From an optimization exercise on the open Yosys and OpenROAD flow, aimed at a short achievable clock period and few clock cycles; shortcuts taken in it are not production practice.
At most, simulation tests tie the RTL to the original design; equivalence was not proved.
Power figures rest on the tool's default switching activity, not on a simulated workload.

==> flow/design.v <==
module mips(CK, RESET, DONE, OUTADDR, OUTDATA, OUTVALID, IADDR, INSTR);
	input CK;
	input RESET;
	output DONE;
	output [4:0] OUTADDR;
	output [31:0] OUTDATA;
	output OUTVALID;
	output [31:0] IADDR;
	input [31:0] INSTR;
	reg [31:0] OUTDATA;
	reg DONE;
	reg [4:0] OUTADDR;
	reg OUTVALID;
	reg [31:0] regarray [1:31];
	reg [31:0] dmem [0:31];
	reg [9:0] fpc;
	reg [31:0] id_ir;
	reg [9:0] id_pc1, id_btgt;
	reg id_pred, id_valid;
	reg [31:0] ex_a, ex_b;
	reg [6:0] ex_imm7;
	reg ex_add, ex_sub, ex_lt, ex_ld, ex_sw, ex_beq, ex_bne, ex_we, ex_pred, ex_offz;
	reg [4:0] ex_wdst;
	reg [9:0] ex_pc1, ex_btgt;
	reg ex_valid;
	reg [31:0] wb_val;
	reg [4:0] wb_rd;
	reg wb_we;
	assign IADDR = {20'd0, fpc, 2'b00};
	wire [5:0] f_op = INSTR[31:26];
	wire f_j = (f_op == 6'h02);
	wire f_beq = (f_op == 6'h04);
	wire f_bne = (f_op == 6'h05);
	wire f_pred = f_bne | (f_beq & INSTR[15]);
	wire [9:0] fpc1 = fpc + 10'd1;
	wire [9:0] f_btgt = fpc1 + INSTR[9:0];
	wire [5:0] d_op = id_ir[31:26];
	wire [5:0] d_fn = id_ir[5:0];
	wire [4:0] d_rs = id_ir[25:21];
	wire [4:0] d_rt = id_ir[20:16];
	wire [4:0] d_rd = id_ir[15:11];
	wire d_r = (d_op == 6'h00);
	wire d_addu = d_r & (d_fn == 6'h21);
	wire d_subu = d_r & (d_fn == 6'h23);
	wire d_sltu = d_r & (d_fn == 6'h2b);
	wire d_sys = d_r & (d_fn == 6'h0c);
	wire d_addiu = (d_op == 6'h09);
	wire d_sltiu = (d_op == 6'h0b);
	wire d_lw = (d_op == 6'h23);
	wire d_sw = (d_op == 6'h2b);
	wire d_beq = (d_op == 6'h04);
	wire d_bne = (d_op == 6'h05);
	wire d_immop = d_addiu | d_sltiu;
	wire [4:0] d_wdst = d_r ? d_rd : d_rt;
	wire d_we = (d_addu | d_subu | d_sltu | d_immop | d_lw) & (d_wdst != 5'd0);
	wire [31:0] d_imm = {{16{id_ir[15]}}, id_ir[15:0]};
	wire [31:0] d_rsv = (d_rs == 5'd0) ? 32'd0 : (wb_we && wb_rd == d_rs) ? wb_val : regarray[d_rs];
	wire [31:0] d_rtv = (d_rt == 5'd0) ? 32'd0 : (wb_we && wb_rd == d_rt) ? wb_val : regarray[d_rt];
	wire d_fwda = ex_valid & ex_we & (ex_wdst == d_rs);
	wire d_fwdb = ex_valid & ex_we & (ex_wdst == d_rt) & ~d_immop;
	wire [31:0] x_sum = ex_a + ex_b;
	wire [32:0] x_diff = {1'b0, ex_a} - {1'b0, ex_b};
	wire [6:0] x_ea = ex_a[6:0] + ex_imm7;
	wire [4:0] x_maddr = x_ea[6:2];
	wire [31:0] x_ld = dmem[x_maddr];
	wire [31:0] x_res = ({32{ex_add}} & x_sum) | ({32{ex_sub}} & x_diff[31:0]) |
	                    {31'd0, ex_lt & x_diff[32]} | ({32{ex_ld}} & x_ld);
	wire x_eq = (ex_a == ex_b);
	wire x_taken = (ex_beq & x_eq) | (ex_bne & ~x_eq);
	wire x_redirect = ex_valid & (ex_beq | ex_bne) & (x_taken != ex_pred) & ~ex_offz;
	wire [9:0] x_rtgt = x_taken ? ex_btgt : ex_pc1;
	wire done_set = id_valid & d_sys & ~x_redirect;
	wire stop = DONE | done_set;
	reg [9:0] f_next;
	always @ (*)
	begin
		if (x_redirect)
			f_next = x_rtgt;
		else if (f_j)
			f_next = INSTR[9:0];
		else if (f_pred)
			f_next = f_btgt;
		else
			f_next = fpc1;
	end
	always @ (posedge CK)
	begin
		if (RESET == 1'b1)
		begin
			fpc <= 10'd0;
			id_valid <= 1'b0;
			ex_valid <= 1'b0;
			wb_we <= 1'b0;
			DONE <= 1'b0;
			OUTVALID <= 1'b0;
		end
		else
		begin
			fpc <= f_next;
			id_valid <= ~x_redirect & ~stop;
			ex_valid <= id_valid & ~x_redirect & ~stop;
			wb_we <= ex_valid & ex_we;
			DONE <= stop;
			OUTVALID <= ex_valid & ex_sw;
		end
	end
	always @ (posedge CK)
	begin
		id_ir <= INSTR;
		id_pc1 <= fpc1;
		id_btgt <= f_btgt;
		id_pred <= f_pred;
		ex_a <= d_fwda ? x_res : d_rsv;
		ex_b <= d_fwdb ? x_res : d_immop ? d_imm : d_rtv;
		ex_imm7 <= id_ir[6:0];
		ex_add <= d_addu | d_addiu;
		ex_sub <= d_subu;
		ex_lt <= d_sltu | d_sltiu;
		ex_ld <= d_lw;
		ex_sw <= d_sw;
		ex_beq <= d_beq;
		ex_bne <= d_bne;
		ex_we <= d_we;
		ex_wdst <= d_wdst;
		ex_pred <= id_pred;
		ex_offz <= (id_ir[9:0] == 10'd0);
		ex_pc1 <= id_pc1;
		ex_btgt <= id_btgt;
		wb_val <= x_res;
		wb_rd <= ex_wdst;
		OUTADDR <= x_maddr;
		OUTDATA <= ex_b;
		if (ex_valid && ex_sw)
			dmem[x_maddr] <= ex_b;
		if (wb_we)
			regarray[wb_rd] <= wb_val;
	end
endmodule
clock: 10.5 ns
lec_check: 0
abc_clock_period_in_ps: 2500
cap_margin: 20
core_margin: 2
core_utilization: 45
cts_cluster_diameter: 80
cts_cluster_size: 20
slew_margin: 20
standard.sh (not shown) runs the stock make flow with config.mk's settings and CLKGATE_MAP_FILE= SYNTH_SCRIPT=/design/flow/synth_recipe.tcl, a recipe that flattens the netlist after the stock synthesis.
==> flow/flow/run.sh <==
#!/bin/bash
# Standard ORFS flow, with repair aiming for a much shorter period than the
# constraint's (setup margin) so the achieved period comes out short.
set -uo pipefail
bash standard.sh SETUP_SLACK_MARGIN=${MARGIN:-7.2} finish > standard.log 2>&1
Testbench counts at the start, summed over its fixed seeds: cycles 50,245.
Rerun with:
--- a/flow/flow/run.sh
+++ b/flow/flow/run.sh
@@ -4,2 +4,2 @@
 set -uo pipefail
-bash standard.sh SETUP_SLACK_MARGIN=${MARGIN:-7.2} finish > standard.log 2>&1
+bash standard.sh SETUP_SLACK_MARGIN=${MARGIN:-7.4} finish > standard.log 2>&1
--- a/flow/config.mk
+++ b/flow/config.mk
@@ -10,5 +10,3 @@
 export CORE_MARGIN = 2
-export CORE_UTILIZATION = 45
-export CTS_CLUSTER_DIAMETER = 80
-export CTS_CLUSTER_SIZE = 20
+export CORE_UTILIZATION = 70
 export SLEW_MARGIN = 20
This time the run stopped in global routing (5_1_grt).
Synthesized cell count does not change.
Synthesized area stays the same.

========
mips, a different RTL version from the one above (not shown whole).
Size in the first run: about 6200 cells after synthesis, ~2300 flip-flops, ~110 I/O pins, roughly 0.098 mm2 of cells after synthesis.
==> flow/config.mk <==
export PLATFORM = sky130hd
export DESIGN_NAME = mips
export DESIGN_NICKNAME = mips
export VERILOG_FILES = /design/flow/design.v
export SDC_FILE = /design/flow/constraint.sdc
export NUM_CORES = 4
export LEC_CHECK = 0
export ABC_CLOCK_PERIOD_IN_PS = 2500
export CAP_MARGIN = 20
export CORE_MARGIN = 2
export CORE_UTILIZATION = 40
export SLEW_MARGIN = 20
==> flow/constraint.sdc <==
create_clock -name core_clock -period 10.5 [get_ports {CK}]
set_input_delay 2.1000 -clock core_clock [delete_from_list [all_inputs] [get_ports {CK}]]
set_output_delay 2.1000 -clock core_clock [all_outputs]
set_load 0.01 [all_outputs]
==> flow/flow/run.sh <==
#!/bin/bash
# Standard ORFS flow, with repair aiming for a much shorter period than the
# constraint's (setup margin) so the achieved period comes out short.
set -uo pipefail
bash standard.sh SETUP_SLACK_MARGIN=${MARGIN:-7.2} finish > standard.log 2>&1
The first run finished clean.
Change:
Settings changed: CORE_UTILIZATION 40 to 60.
The changed run produced a clean layout.
Via count came out higher by 2.9%.
Sequential power is about the same.
Design area hardly moves.
Clock-buffer cell count decreases by 12.
Total power came out higher by 1.6%.
Combinational power is about the same.
Setup slack stays flat.
Worst hold slack is worse by 0.0048 ns.
Wire length grows by 2.6%.
Flip-flop and latch count does not change.
Function was not checked in any run of this note: the RTL went through the layout flow alone.

==> re-timing with driven ports <==
The results above use ideal ports. As a check the final layouts listed here were re-extracted and re-timed, cells and wires unchanged.
Step 1, drivers: a clkbuf_16 drives CK and a buf_2 each remaining input, both assumed.
Step 2 times the ports against the registers' clock, not the clock port: input delays grow and output delays shrink by t, the midpoint of the rising clock arrivals with the driver on.
Slacks: no drivers / after step 1 / after step 2; pairs: no drivers / after step 1.
run | t (ns) | slack for setup (ns) | worst setup path after step 2 | clock arrival spread, ns
the first run of note 1 | 0.915 | 6.959 / 6.959 / 6.219 | input to register | 0.038 / 0.038
the first run of note 2 | 0.994 | 6.455 / 6.455 / 5.953 | input to register | 0.069 / 0.069
the second run of note 2 | 0.977 | 6.457 / 6.457 / 6.043 | input to register | 0.089 / 0.088
After both steps every run listed still meets setup and hold. For the first run of note 1, which loses most, drivers alone change the setup slack by 0.000 ns; drivers and shift together by -0.740 ns.
